Background: an optimization exercise with open tools, aiming at small area and a short achievable clock period. Do not read the settings as production practice. The RTL of this run was laid out without a check of its function. Power is estimated from default activity; no workload was simulated.

==> design/flow/design.v <==
module fa (
    input  logic a, b, c,
    output logic s, co
);
    assign s  = a ^ b ^ c;
    assign co = (a & b) | (a & c) | (b & c);
endmodule
module mFU (
    input  logic [7:0]  a, b,
    input  logic        m8, m4, m2,
    input  logic [15:0] acc,
    output logic [15:0] sum
);
    wire p0_0 = (((m8|m4)&(a[0]&b[0])))|(m2&((~a[1]&a[0]&~b[1]&b[0])|(~a[1]&a[0]&b[1]&b[0])|(a[1]&a[0]&~b[1]&b[0])|(a[1]&a[0]&b[1]&b[0])));
    wire p0_1 = (((m4)&(a[4]&b[4])))|(m2&((~a[3]&a[2]&~b[3]&b[2])|(~a[3]&a[2]&b[3]&b[2])|(a[3]&a[2]&~b[3]&b[2])|(a[3]&a[2]&b[3]&b[2])));
    wire p0_2 = (m2&((~a[5]&a[4]&~b[5]&b[4])|(~a[5]&a[4]&b[5]&b[4])|(a[5]&a[4]&~b[5]&b[4])|(a[5]&a[4]&b[5]&b[4])));
    wire p0_3 = (m2&((~a[7]&a[6]&~b[7]&b[6])|(~a[7]&a[6]&b[7]&b[6])|(a[7]&a[6]&~b[7]&b[6])|(a[7]&a[6]&b[7]&b[6])));
    wire p0_4 = acc[0];
    wire p1_0 = (((m8|m4)&(a[0]&b[1])))|(m2&((~a[1]&~a[0]&~b[1]&~b[0])|(~a[1]&~a[0]&~b[1]&b[0])|(~a[1]&~a[0]&b[1]&~b[0])|(~a[1]&~a[0]&b[1]&b[0])|(~a[1]&a[0]&~b[1]&~b[0])|(~a[1]&a[0]&~b[1]&b[0])|(a[1]&~a[0]&~b[1]&~b[0])|(a[1]&~a[0]&b[1]&~b[0])|(a[1]&a[0]&~b[1]&~b[0])|(a[1]&a[0]&b[1]&b[0])));
    wire p1_1 = (((m8|m4)&(a[1]&b[0])))|(m2&((~a[3]&~a[2]&~b[3]&~b[2])|(~a[3]&~a[2]&~b[3]&b[2])|(~a[3]&~a[2]&b[3]&~b[2])|(~a[3]&~a[2]&b[3]&b[2])|(~a[3]&a[2]&~b[3]&~b[2])|(~a[3]&a[2]&~b[3]&b[2])|(a[3]&~a[2]&~b[3]&~b[2])|(a[3]&~a[2]&b[3]&~b[2])|(a[3]&a[2]&~b[3]&~b[2])|(a[3]&a[2]&b[3]&b[2])));
    wire p1_2 = (((m4)&(a[4]&b[5])))|(m2&((~a[5]&~a[4]&~b[5]&~b[4])|(~a[5]&~a[4]&~b[5]&b[4])|(~a[5]&~a[4]&b[5]&~b[4])|(~a[5]&~a[4]&b[5]&b[4])|(~a[5]&a[4]&~b[5]&~b[4])|(~a[5]&a[4]&~b[5]&b[4])|(a[5]&~a[4]&~b[5]&~b[4])|(a[5]&~a[4]&b[5]&~b[4])|(a[5]&a[4]&~b[5]&~b[4])|(a[5]&a[4]&b[5]&b[4])));
    wire p1_3 = (((m4)&(a[5]&b[4])))|(m2&((~a[7]&~a[6]&~b[7]&~b[6])|(~a[7]&~a[6]&~b[7]&b[6])|(~a[7]&~a[6]&b[7]&~b[6])|(~a[7]&~a[6]&b[7]&b[6])|(~a[7]&a[6]&~b[7]&~b[6])|(~a[7]&a[6]&~b[7]&b[6])|(a[7]&~a[6]&~b[7]&~b[6])|(a[7]&~a[6]&b[7]&~b[6])|(a[7]&a[6]&~b[7]&~b[6])|(a[7]&a[6]&b[7]&b[6])));
    wire p1_4 = acc[1];
    wire p2_0 = (((m8|m4)&(a[0]&b[2])))|(m2&((a[1]&~a[0]&b[1]&~b[0])|(a[1]&~a[0]&b[1]&b[0])|(a[1]&a[0]&b[1]&~b[0])));
    wire p2_1 = (((m8|m4)&(a[1]&b[1])))|(m2&((a[3]&~a[2]&b[3]&~b[2])|(a[3]&~a[2]&b[3]&b[2])|(a[3]&a[2]&b[3]&~b[2])));
    wire p2_2 = (((m8|m4)&(a[2]&b[0])))|(m2&((a[5]&~a[4]&b[5]&~b[4])|(a[5]&~a[4]&b[5]&b[4])|(a[5]&a[4]&b[5]&~b[4])));
    wire p2_3 = (((m4)&(a[4]&b[6])))|(m2&((a[7]&~a[6]&b[7]&~b[6])|(a[7]&~a[6]&b[7]&b[6])|(a[7]&a[6]&b[7]&~b[6])));
    wire p2_4 = (((m4)&(a[5]&b[5])));
    wire p2_5 = (((m4)&(a[6]&b[4])));
    wire p2_6 = acc[2];
    wire p3_0 = (((m8)&(a[0]&b[3]))|((m4)&~(a[0]&b[3])))|(m2);
    wire p3_1 = (((m8|m4)&(a[1]&b[2])));
    wire p3_2 = (((m8|m4)&(a[2]&b[1])));
    wire p3_3 = (((m8)&(a[3]&b[0]))|((m4)&~(a[3]&b[0])));
    wire p3_4 = (((m4)&~(a[4]&b[7])));
    wire p3_5 = (((m4)&(a[5]&b[6])));
    wire p3_6 = (((m4)&(a[6]&b[5])));
    wire p3_7 = (((m4)&~(a[7]&b[4])));
    wire p3_8 = acc[3];
    wire p4_0 = (((m8)&(a[1]&b[3]))|((m4)&~(a[1]&b[3])))|(m2);
    wire p4_1 = (((m8|m4)&(a[2]&b[2])));
    wire p4_2 = (((m8)&(a[3]&b[1]))|((m4)&~(a[3]&b[1])));
    wire p4_3 = (((m8)&(a[0]&b[4])))|(((m4)&~(a[5]&b[7])));
    wire p4_4 = (((m8)&(a[4]&b[0])))|(((m4)&(a[6]&b[6])));
    wire p4_5 = (((m4)&~(a[7]&b[5])));
    wire p4_6 = acc[4];
    wire p5_0 = (((m8)&(a[2]&b[3]))|((m4)&~(a[2]&b[3])));
    wire p5_1 = (((m8)&(a[3]&b[2]))|((m4)&~(a[3]&b[2])));
    wire p5_2 = (m4|m2)|(((m8)&(a[0]&b[5])));
    wire p5_3 = (((m8)&(a[1]&b[4])))|(((m4)&~(a[6]&b[7])));
    wire p5_4 = (((m8)&(a[4]&b[1])))|(((m4)&~(a[7]&b[6])));
    wire p5_5 = (((m8)&(a[5]&b[0])));
    wire p5_6 = acc[5];
    wire p6_0 = (((m8|m4)&(a[3]&b[3])))|(m2);
    wire p6_1 = (((m8)&(a[0]&b[6])))|(((m4)&(a[7]&b[7])));
    wire p6_2 = (((m8)&(a[1]&b[5])));
    wire p6_3 = (((m8)&(a[2]&b[4])));
    wire p6_4 = (((m8)&(a[4]&b[2])));
    wire p6_5 = (((m8)&(a[5]&b[1])));
    wire p6_6 = (((m8)&(a[6]&b[0])));
    wire p6_7 = acc[6];
    wire p7_0 = (((m8)&~(a[0]&b[7])))|(m2);
    wire p7_1 = (((m8)&(a[1]&b[6])));
    wire p7_2 = (((m8)&(a[2]&b[5])));
    wire p7_3 = (((m8)&(a[3]&b[4])));
    wire p7_4 = (((m8)&(a[4]&b[3])));
    wire p7_5 = (((m8)&(a[5]&b[2])));
    wire p7_6 = (((m8)&(a[6]&b[1])));
    wire p7_7 = (((m8)&~(a[7]&b[0])));
    wire p7_8 = acc[7];
    wire p8_0 = (m8|m4|m2);
    wire p8_1 = (((m8)&~(a[1]&b[7])));
    wire p8_2 = (((m8)&(a[2]&b[6])));
    wire p8_3 = (((m8)&(a[3]&b[5])));
    wire p8_4 = (((m8)&(a[4]&b[4])));
    wire p8_5 = (((m8)&(a[5]&b[3])));
    wire p8_6 = (((m8)&(a[6]&b[2])));
    wire p8_7 = (((m8)&~(a[7]&b[1])));
    wire p8_8 = acc[8];
    wire p9_0 = (m4|m2)|(((m8)&~(a[2]&b[7])));
    wire p9_1 = (((m8)&(a[3]&b[6])));
    wire p9_2 = (((m8)&(a[4]&b[5])));
    wire p9_3 = (((m8)&(a[5]&b[4])));
    wire p9_4 = (((m8)&(a[6]&b[3])));
    wire p9_5 = (((m8)&~(a[7]&b[2])));
    wire p9_6 = acc[9];
    wire p10_0 = (m4|m2)|(((m8)&~(a[3]&b[7])));
    wire p10_1 = (((m8)&(a[4]&b[6])));
    wire p10_2 = (((m8)&(a[5]&b[5])));
    wire p10_3 = (((m8)&(a[6]&b[4])));
    wire p10_4 = (((m8)&~(a[7]&b[3])));
    wire p10_5 = acc[10];
    wire p11_0 = (m4|m2)|(((m8)&~(a[4]&b[7])));
    wire p11_1 = (((m8)&(a[5]&b[6])));
    wire p11_2 = (((m8)&(a[6]&b[5])));
    wire p11_3 = (((m8)&~(a[7]&b[4])));
    wire p11_4 = acc[11];
    wire p12_0 = (m4|m2)|(((m8)&~(a[5]&b[7])));
    wire p12_1 = (((m8)&(a[6]&b[6])));
    wire p12_2 = (((m8)&~(a[7]&b[5])));
    wire p12_3 = acc[12];
    wire p13_0 = (m4|m2)|(((m8)&~(a[6]&b[7])));
    wire p13_1 = (((m8)&~(a[7]&b[6])));
    wire p13_2 = acc[13];
    wire p14_0 = (m4|m2)|(((m8)&(a[7]&b[7])));
    wire p14_1 = acc[14];
    wire p15_0 = (m8|m4|m2);
    wire p15_1 = acc[15];
    wire s0, c0;
    fa us0 (.a(p0_4), .b(p0_2), .c(p0_3), .s(s0), .co(c0));
    wire s1, c1;
    fa us1 (.a(p0_0), .b(p0_1), .c(s0), .s(s1), .co(c1));
    wire s2, c2;
    fa us2 (.a(p1_4), .b(p1_0), .c(p1_1), .s(s2), .co(c2));
    wire s3, c3;
    fa us3 (.a(p1_2), .b(p1_3), .c(c0), .s(s3), .co(c3));
    wire s4, c4;
    fa us4 (.a(s2), .b(c1), .c(s3), .s(s4), .co(c4));
    wire s5, c5;
    fa us5 (.a(p2_6), .b(p2_4), .c(p2_5), .s(s5), .co(c5));
    wire s6, c6;
    fa us6 (.a(p2_0), .b(p2_1), .c(p2_2), .s(s6), .co(c6));
    wire s7, c7;
    fa us7 (.a(p2_3), .b(s5), .c(c2), .s(s7), .co(c7));
    wire s8, c8;
    fa us8 (.a(s6), .b(c3), .c(s7), .s(s8), .co(c8));
    wire s9, c9;
    fa us9 (.a(p3_8), .b(p3_1), .c(p3_2), .s(s9), .co(c9));
    wire s10, c10;
    fa us10 (.a(p3_3), .b(p3_4), .c(p3_5), .s(s10), .co(c10));
    wire s11, c11;
    fa us11 (.a(p3_6), .b(p3_7), .c(p3_0), .s(s11), .co(c11));
    wire s12, c12;
    fa us12 (.a(c5), .b(s10), .c(s9), .s(s12), .co(c12));
    wire s13, c13;
    fa us13 (.a(c6), .b(s11), .c(s12), .s(s13), .co(c13));
    wire s14, c14;
    fa us14 (.a(c7), .b(s13), .c(c8), .s(s14), .co(c14));
    wire s15, c15;
    fa us15 (.a(p4_6), .b(p4_1), .c(p4_2), .s(s15), .co(c15));
    wire s16, c16;
    fa us16 (.a(p4_5), .b(p4_0), .c(p4_3), .s(s16), .co(c16));
    wire s17, c17;
    fa us17 (.a(p4_4), .b(c10), .c(c9), .s(s17), .co(c17));
    wire s18, c18;
    fa us18 (.a(s15), .b(c11), .c(s16), .s(s18), .co(c18));
    wire s19, c19;
    fa us19 (.a(c12), .b(s17), .c(s18), .s(s19), .co(c19));
    wire s20, c20;
    fa us20 (.a(c13), .b(s19), .c(c14), .s(s20), .co(c20));
    wire s21, c21;
    fa us21 (.a(p5_6), .b(p5_0), .c(p5_1), .s(s21), .co(c21));
    wire s22, c22;
    fa us22 (.a(p5_5), .b(p5_2), .c(p5_3), .s(s22), .co(c22));
    wire s23, c23;
    fa us23 (.a(p5_4), .b(c15), .c(s21), .s(s23), .co(c23));
    wire s24, c24;
    fa us24 (.a(c16), .b(s22), .c(c17), .s(s24), .co(c24));
    wire s25, c25;
    fa us25 (.a(s23), .b(c18), .c(s24), .s(s25), .co(c25));
    wire s26, c26;
    fa us26 (.a(c19), .b(s25), .c(c20), .s(s26), .co(c26));
    wire s27, c27;
    fa us27 (.a(p6_7), .b(p6_2), .c(p6_3), .s(s27), .co(c27));
    wire s28, c28;
    fa us28 (.a(p6_4), .b(p6_5), .c(p6_6), .s(s28), .co(c28));
    wire s29, c29;
    fa us29 (.a(p6_0), .b(p6_1), .c(c21), .s(s29), .co(c29));
    wire s30, c30;
    fa us30 (.a(s27), .b(s28), .c(c22), .s(s30), .co(c30));
    wire s31, c31;
    fa us31 (.a(c23), .b(s29), .c(s30), .s(s31), .co(c31));
    wire s32, c32;
    fa us32 (.a(c24), .b(s31), .c(c25), .s(s32), .co(c32));
    wire s33, c33;
    fa us33 (.a(p7_8), .b(p7_1), .c(p7_2), .s(s33), .co(c33));
    wire s34, c34;
    fa us34 (.a(p7_3), .b(p7_4), .c(p7_5), .s(s34), .co(c34));
    wire s35, c35;
    fa us35 (.a(p7_6), .b(p7_7), .c(p7_0), .s(s35), .co(c35));
    wire s36, c36;
    fa us36 (.a(c27), .b(c28), .c(s33), .s(s36), .co(c36));
    wire s37, c37;
    fa us37 (.a(s34), .b(s35), .c(c29), .s(s37), .co(c37));
    wire s38, c38;
    fa us38 (.a(s36), .b(c30), .c(s37), .s(s38), .co(c38));
    wire s39, c39;
    fa us39 (.a(c31), .b(s38), .c(c32), .s(s39), .co(c39));
    wire s40, c40;
    fa us40 (.a(p8_8), .b(p8_0), .c(p8_1), .s(s40), .co(c40));
    wire s41, c41;
    fa us41 (.a(p8_2), .b(p8_3), .c(p8_4), .s(s41), .co(c41));
    wire s42, c42;
    fa us42 (.a(p8_5), .b(p8_6), .c(p8_7), .s(s42), .co(c42));
    wire s43, c43;
    fa us43 (.a(c33), .b(c34), .c(s40), .s(s43), .co(c43));
    wire s44, c44;
    fa us44 (.a(s41), .b(s42), .c(c35), .s(s44), .co(c44));
    wire s45, c45;
    fa us45 (.a(c36), .b(s43), .c(s44), .s(s45), .co(c45));
    wire s46, c46;
    fa us46 (.a(c37), .b(s45), .c(c38), .s(s46), .co(c46));
    wire s47, c47;
    fa us47 (.a(p9_6), .b(p9_1), .c(p9_2), .s(s47), .co(c47));
    wire s48, c48;
    fa us48 (.a(p9_3), .b(p9_4), .c(p9_5), .s(s48), .co(c48));
    wire s49, c49;
    fa us49 (.a(p9_0), .b(c40), .c(c41), .s(s49), .co(c49));
    wire s50, c50;
    fa us50 (.a(c42), .b(s47), .c(s48), .s(s50), .co(c50));
    wire s51, c51;
    fa us51 (.a(c43), .b(s49), .c(s50), .s(s51), .co(c51));
    wire s52, c52;
    fa us52 (.a(c44), .b(s51), .c(c45), .s(s52), .co(c52));
    wire s53, c53;
    fa us53 (.a(p10_5), .b(p10_1), .c(p10_2), .s(s53), .co(c53));
    wire s54, c54;
    fa us54 (.a(p10_3), .b(p10_4), .c(p10_0), .s(s54), .co(c54));
    wire s55, c55;
    fa us55 (.a(c47), .b(c48), .c(s53), .s(s55), .co(c55));
    wire s56, c56;
    fa us56 (.a(s54), .b(c49), .c(c50), .s(s56), .co(c56));
    wire s57, c57;
    fa us57 (.a(s55), .b(c51), .c(s56), .s(s57), .co(c57));
    wire s58, c58;
    fa us58 (.a(p11_4), .b(p11_1), .c(p11_2), .s(s58), .co(c58));
    wire s59, c59;
    fa us59 (.a(p11_3), .b(p11_0), .c(c53), .s(s59), .co(c59));
    wire s60, c60;
    fa us60 (.a(s58), .b(c54), .c(c55), .s(s60), .co(c60));
    wire s61, c61;
    fa us61 (.a(s59), .b(c56), .c(s60), .s(s61), .co(c61));
    wire s62, c62;
    fa us62 (.a(p12_3), .b(p12_1), .c(p12_2), .s(s62), .co(c62));
    wire s63, c63;
    fa us63 (.a(p12_0), .b(c58), .c(s62), .s(s63), .co(c63));
    wire s64, c64;
    fa us64 (.a(c59), .b(s63), .c(c60), .s(s64), .co(c64));
    wire s65, c65;
    fa us65 (.a(p13_2), .b(p13_1), .c(p13_0), .s(s65), .co(c65));
    wire s66, c66;
    fa us66 (.a(c62), .b(s65), .c(c63), .s(s66), .co(c66));
    wire s67, c67;
    fa us67 (.a(p14_1), .b(p14_0), .c(c65), .s(s67), .co(c67));
    wire s68, c68;
    fa us68 (.a(p15_1), .b(p15_0), .c(c67), .s(s68), .co(c68));
    wire [15:0] x = {s68, s67, s66, c61, c57, s57, s52, s46, s39, s32, s26, s20, s14, c4, s4, s1};
    wire [15:0] y = {1'b0, c66, c64, s64, s61, c52, c46, c39, 1'b0, c26, 1'b0, 1'b0, 1'b0, s8, 1'b0, 1'b0};
    assign sum = x + y;
endmodule
module pe (
    input  logic        i_clk, i_nrst,
    input  logic        i_reg_clear, i_pe_en, i_psum_out_en,
    input  logic [1:0]  i_mode,
    input  logic [7:0]  i_ifmap, i_weight,
    output logic [7:0]  o_weight,
    output logic [15:0] o_ofmap
);
    logic [7:0]  w_q, a_q;
    logic        m8_q, m4_q, m2_q;
    logic [15:0] acc_q, out_q, sum;
    wire go = i_pe_en & ~i_reg_clear & ~i_psum_out_en;
    always_ff @(posedge i_clk or negedge i_nrst) begin
        if (~i_nrst) begin
            w_q   <= 8'd0;
            m8_q  <= 1'b0;
            m4_q  <= 1'b0;
            m2_q  <= 1'b0;
            acc_q <= 16'd0;
            out_q <= 16'd0;
        end else begin
            if (i_reg_clear)      w_q <= 8'd0;
            else if (i_pe_en)     w_q <= i_weight;
            m8_q <= go & (i_mode == 2'b00);
            m4_q <= go & (i_mode == 2'b01);
            m2_q <= go & (i_mode == 2'b10);
            acc_q <= (i_reg_clear & ~i_psum_out_en) ? 16'd0 : sum;
            if (i_psum_out_en)    out_q <= sum;
            else if (i_reg_clear) out_q <= 16'd0;
        end
    end
    always_ff @(posedge i_clk) a_q <= i_ifmap;
    mFU mfu (.a(a_q), .b(w_q), .m8(m8_q), .m4(m4_q), .m2(m2_q), .acc(acc_q), .sum(sum));
    assign o_weight = w_q;
    assign o_ofmap  = out_q;
endmodule
module systolic_array #(
    parameter int HEIGHT = 8
) (
    input  logic                         i_clk, i_nrst, i_reg_clear, i_pe_en, i_psum_out_en,
    input  logic [1:0]                   i_mode,
    input  logic [0:HEIGHT-1][7:0]       i_ifmap,
    input  logic [7:0]                   i_weight,
    output logic [0:HEIGHT-1][15:0]      o_ofmap
);
    logic [0:HEIGHT][7:0] wchain;
    assign wchain[0] = i_weight;
    genvar r;
    generate
        for (r = 0; r < HEIGHT; r++) begin : y_axis
            pe pe_inst (
                .i_clk(i_clk), .i_nrst(i_nrst),
                .i_reg_clear(i_reg_clear), .i_pe_en(i_pe_en), .i_psum_out_en(i_psum_out_en),
                .i_mode(i_mode),
                .i_ifmap(i_ifmap[r]), .i_weight(wchain[r]),
                .o_weight(wchain[r+1]), .o_ofmap(o_ofmap[r])
            );
        end
    endgenerate
endmodule
module systolic_top (
    input  logic         i_clk,
    input  logic         i_nrst,
    input  logic         i_reg_clear,
    input  logic         i_pe_en,
    input  logic         i_psum_out_en,
    input  logic [1:0]   i_mode,
    input  logic [63:0]  i_ifmap,    
    input  logic [7:0]   i_weight,
    output logic [127:0] o_ofmap     
);
    systolic_array #(.HEIGHT(8)) systolic_array_inst (
        .i_clk(i_clk), .i_nrst(i_nrst), .i_mode(i_mode),
        .i_reg_clear(i_reg_clear), .i_pe_en(i_pe_en), .i_psum_out_en(i_psum_out_en),
        .i_ifmap(i_ifmap), .i_weight(i_weight), .o_ofmap(o_ofmap)
    );
endmodule
==> design/flow/run.sh <==
#!/bin/bash
# synth_recipe.tcl (not shown) runs the flow's synth.tcl, then flattens the netlist and writes it again
# the make line also repeats each setting of config.mk as NAME=value (left out here)
make -C /OpenROAD-flow-scripts/flow DESIGN_CONFIG=/design/flow/config.mk WORK_HOME=/design/flow/orfs CLKGATE_MAP_FILE= SYNTH_SCRIPT=/design/flow/synth_recipe.tcl finish
==> design/flow/config.mk <==
export PLATFORM = sky130hd
export DESIGN_NAME = systolic_top
export DESIGN_NICKNAME = systolic_top
export VERILOG_FILES = /design/flow/design.v
export SDC_FILE = /design/flow/constraint.sdc
export NUM_CORES = 4
export LEC_CHECK = 0
export CAP_MARGIN = 20
export CORE_MARGIN = 2
export CORE_UTILIZATION = 40
export SLEW_MARGIN = 20
==> design/flow/constraint.sdc <==
create_clock -name core_clock -period 10.0 [get_ports {i_clk}]
set_input_delay 2.0000 -clock core_clock [delete_from_list [all_inputs] [get_ports {i_clk}]]
set_output_delay 2.0000 -clock core_clock [all_outputs]
set_load 0.01 [all_outputs]
==> impl_results.md <==
* Result of the run: timing/DRC/antenna clean
* Filler Cell Count at 8,412
* Hold bufs inserted after CTS at 0
* Layout cells sized above 1 at approximately 4.4%
* Final ANT Viol Nets at 0
* Setup-failing EPs final at 0
* Reg-to-reg critical path startpoint: systolic_array_inst.y_axis[1].pe_inst.m8_q
* Cell seen most often among critical-path stages: sky130_fd_sc_hd__fa_1
* Final layout net count at between 4,000 and 5,000
* Tightest Hold Check Type: reg -> reg
* Placement Setup Slack at 3.27 ns
* First-pass GRT wire length at approximately 160 mm
* First-pass detailed-route iteration total at 6
* Placed wire-length estimate after detailed placement at 69.9 mm
* Max frequency at 146 MHz
* Async set-reset flop share out of synthesis at 83.5%
* Mean cell area of the mapped netlist at about 9.7 µm²
* Latest clock arrival within the worst-skew pair at 0.59 ns
* Critical Path End: systolic_array_inst.y_axis[1].pe_inst.acc_q[15]
* Max rail drop VDD at between 100 and 150 µV
* Number of hold violations in the final report at 0
* Required time at the endpoint of the critical path at 10.51 ns
* Slew Limit Headroom at 36.5%
* Internal Pwr Total at between 0.004 and 0.005 W
* RSZ-0062 raised after global routing: no
* Overflow left after global routing at 0
* Routed via count at 26,148
* Number of global-route vias before repair at ~27,000
* Final Max Slew Viols at 0
* Period minus WS final at approximately 6.9 ns
* Final worst-path cycle share at between 60% and 70%
* Top-level port count at roughly 210
* Destination of the worst register-to-register timing path: systolic_array_inst.y_axis[1].pe_inst.acc_q[15]
* Count of port buffers added during placement at 206
* Share of synthesized area occupied by flip-flops and latches at about a quarter
* Depth of the CTS H-tree at 2
* Clock-pin transition on the worst setup and hold timing paths at 0.06 ns
* Setup crit start kind: register
* Net Sw Power at 0.00242 W
* Post-layout power at between 0.006 and 0.007 W
* Vias per cell at around 5.4
* Number of buffers added for setup after CTS at 0
* Number of instances in the synthesized netlist at about 3,700
* Clock tree from TritonCTS: yes
* Worst reg-to-reg path cell count at 16
* Post-synth EDFFs at 0
* Power density over the cells at 166 mW/mm²
* Total of flip-flops plus latches after synthesis at 387
* Arrival @ worst endpoint at roughly 7.4 ns
* Total Die Area at 0.0907 mm²
* Clock buffers created by TritonCTS at 49
* Overall global routing resource usage at 22.3%
* Die Y-Extent at 301 µm
* PostCTS Resize Cnt at 0
* Minimum setup slack among reg-to-reg paths at approximately 3.1 ns
* Antenna diode count at 0
* Warning count from the yosys run at 1
* Pin slew with the least headroom to its limit at between 0.9 and 1 ns
* Least setup slack across all paths after layout at between 3 and 4 ns
* Number of different library cells in the post-synthesis netlist at 60
* Number of DRC markers in iteration 0 at between 1,500 and 2,000
* Post-Route Setup TNS at 0 ns
* Leakage power total at about 19 nW
* Primary FF master, synth: sky130_fd_sc_hd__dfrtp_1
* Area Growth Syn to Fin at 12.1%
* Clock root cell: sky130_fd_sc_hd__clkbuf_16
* Clk network pwr share at 27.2%
* Net switching share of the total power at 36.8%
* Endpoint kind of the worst setup timing path: register
* Stage delay of the slowest cell on the critical path at 0.99 ns
* Placer's final routability congestion estimate at 0.844
* Core Area at 0.0872 mm²
* Number of antenna violations at the first check in global routing at 0
* Buffer levels on the longest clock path at 3
* Initial Util at between 40% and 50%
* Max_cap viols at 0
* Critical Path Fanout Max at 100
* DRT Wirelength at 99.0 mm
* Netlist area before placement at 0.0353 mm²
* DRC violation count after routing at 0
* Largest clock skew in the final design at 0.0136 ns
* Part of the power in registers at between 30% and 40%
* Mean routed wirelength per cell at 20.4 µm
* Worst-path cell chain: or2_2 -> buf_4 -> nand3_1 -> fa_1 -> fa_1 -> fa_1 -> inv_1 -> fa_1 -> fa_1 -> inv_1 -> fa_1 -> nand4b_1 -> o21ai_0 -> nand4_1 -> a31oi_1 -> mux2i_1
* Slowest cell on crit path: sky130_fd_sc_hd__dfrtp_4
* Row Count at 108
* Maximum number of pins on one net before global-route repair at 136
* Worst setup path startpoint: systolic_array_inst.y_axis[1].pe_inst.m8_q
* Post-synth net total at 4,360
* Combinational share of power at around two fifths
* WS Path Type: reg -> reg
* CTS sink cnt at 387
* Die extent in x at 301 µm
-- logic make-up (layout without fill, tap and decap cells) --
kind of cell,after synthesis,after routing,synth area share [%]
buf+inv,808,844,8.62
fa+ha+maj,625,625,33.7
mux,100,100,2.95
simple gates,1130,1130,15.5
xor+xnor,131,131,3.25
flops,387,387,26.5
compound gates,475,475,9.47
-- registers in the layout, indices dropped and copies added (netlist names) --
signal and count:
systolic_array_inst.y_axis.pe_inst.acc_q 128, systolic_array_inst.y_axis.pe_inst.out_q 128, systolic_array_inst.y_axis.pe_inst.a_q 64, systolic_array_inst.y_axis.pe_inst.w_q 64, systolic_array_inst.y_axis.pe_inst.m2_q 1, systolic_array_inst.y_axis.pe_inst.m4_q 1, systolic_array_inst.y_axis.pe_inst.m8_q 1
-- placed cells by master, fill, tap and decap left out, types with 58 or more instances in the layout --
cell type	instances
sky130_fd_sc_hd__nand2_1	378
sky130_fd_sc_hd__ha_1	81
sky130_fd_sc_hd__a31oi_1	58
sky130_fd_sc_hd__nand3_1	204
sky130_fd_sc_hd__mux2i_1	68
sky130_fd_sc_hd__xnor2_1	87
sky130_fd_sc_hd__and3_1	199
sky130_fd_sc_hd__fa_1	544
sky130_fd_sc_hd__dfrtp_1	320
sky130_fd_sc_hd__inv_1	523
sky130_fd_sc_hd__dfxtp_1	64
sky130_fd_sc_hd__o21ai_0	105
sky130_fd_sc_hd__clkdlybuf4s50_1	202
sky130_fd_sc_hd__nor2_1	184
-- layout make-up --
type / instances / area (µm²) / share of cell area [%]
Multi-Input combinational cell: 2461 / 22900 / 57.9
Sequential cell: 387 / 9380 / 23.7
Timing Repair Buffer: 230 / 2260 / 5.72
Inverter: 525 / 1970 / 4.98
Tap cell: 1155 / 1450 / 3.65
Clock buffer: 72 / 1430 / 3.62
Clock inverter: 17 / 175 / 0.443
-- worst min path at each step --
stage / startpoint / to / slack (ns) / cells past startpoint
after floorplan: systolic_array_inst.y_axis[0].pe_inst.out_q[10] / systolic_array_inst.y_axis[0].pe_inst.out_q[10] / 0.52 / 2
after global placement: systolic_array_inst.y_axis[2].pe_inst.out_q[6] / systolic_array_inst.y_axis[2].pe_inst.out_q[6] / 0.46 / 2
after detailed placement: systolic_array_inst.y_axis[4].pe_inst.out_q[7] / systolic_array_inst.y_axis[4].pe_inst.out_q[7] / 0.47 / 2
after CTS: systolic_array_inst.y_axis[4].pe_inst.out_q[7] / systolic_array_inst.y_axis[4].pe_inst.out_q[7] / 0.48 / 2
after global routing: systolic_array_inst.y_axis[3].pe_inst.out_q[7] / systolic_array_inst.y_axis[3].pe_inst.out_q[7] / 0.50 / 2
final: systolic_array_inst.y_axis[4].pe_inst.out_q[6] / systolic_array_inst.y_axis[4].pe_inst.out_q[6] / 0.48 / 2
-- Yosys cell counts, drive strengths merged, types with 6 or more instances --
master | n | area (µm²)
fa | 544 | 10900
inv | 525 | 1970
nand2 | 378 | 1420
dfrtp | 323 | 8080
clkbuf | 259 | 973
nand3 | 204 | 1020
and3 | 199 | 1240
nor2 | 186 | 698
o21ai | 107 | 536
xnor2 | 87 | 762
ha | 81 | 1010
mux2i | 68 | 681
dfxtp | 64 | 1280
a31oi | 58 | 363
a21boi | 50 | 375
a21oi | 47 | 235
xor2 | 44 | 385
a32o | 35 | 350
nor2b | 35 | 219
a22o | 32 | 280
mux2 | 32 | 360
a32oi | 30 | 263
a21o | 29 | 218
nand4 | 29 | 181
and2 | 27 | 169
buf | 24 | 98.8
a211oi | 20 | 150
nor3 | 17 | 96.4
a311oi | 16 | 140
a31o | 13 | 114
nand4b | 13 | 114
a221oi | 11 | 96.3
nand2b | 10 | 62.6
nand3b | 6 | 45.0
o21a | 6 | 45.0
-- through the flow --
stage	utilization (%)	instance area [µm²]	hold WS, ns	std cells
2_1_floorplan	-	35300	0.516	3656
3_3_place_gp	43.6	38000	0.464	4758
3_5_place_dp	43.6	38000	0.471	4758
4_1_cts	45.4	39600	0.483	4847
5_1_grt	45.4	39600	0.501	4847
6_report	45.4	39600	0.476	4847
-- power by group through the flow --
stage / Combinational, W / Sequential [W] / Clock [W]
6_report: 0.00253 / 0.00227 / 0.00179
5_1_grt: 0.00288 / 0.00232 / 0.00191
4_1_cts: 0.00257 / 0.00228 / 0.00184
3_5_place_dp: 0.00254 / 0.00230 / 0
3_3_place_gp: 0.00250 / 0.00231 / 0
2_1_floorplan: 0.00160 / 0.00222 / 0
-- worst max-delay path, delay by kind of cell, from the launching register on --
| family | cells | cell delay (ns) |
|---|---|---|
| muxes | 1 | 0.20 |
| DFF | 1 | 0.99 |
| and+or+nand+nor | 4 | 1.16 |
| AOI/OAI and AO/OA | 2 | 0.82 |
| buffers and inverters | 3 | 0.78 |
| adders and majority gates | 6 | 2.75 |
-- layer usage --
metal	track usage [%]	part of all wire [%]	up-vias
met4	5.45	2.1	0
met1	32.1	45	13437
met5	0	0	-
met2	35.4	47	760
li1	-	-	11830
met3	3.31	6.0	121

==> separate check: timing with driven ports <==
The results above use ideal ports. As a check the final layout listed here was re-extracted and re-timed, cells and wires unchanged.
Step 1 (the two cells are an assumption about what drives the block):
set clk [get_ports {i_clk}]
set_driving_cell -lib_cell sky130_fd_sc_hd__clkbuf_16 $clk
set_driving_cell -lib_cell sky130_fd_sc_hd__buf_2 [delete_from_list [all_inputs] $clk]
Step 2 times the ports against the registers' clock, not the clock port: input delays grow and output delays shrink by t, the midpoint of the rising clock arrivals with the driver on.
a / b / c = no drivers / after step 1 / after step 2; a / b = the first two.
t (ns): 0.643
slack for setup (ns): 3.136 / 3.136 / 3.136
worst slew at a driven data input, ns: 0.05
After both steps setup and hold are still met in this run. The setup slack of this run moves by 0.000 ns with the drivers and by 0.000 ns with both steps.
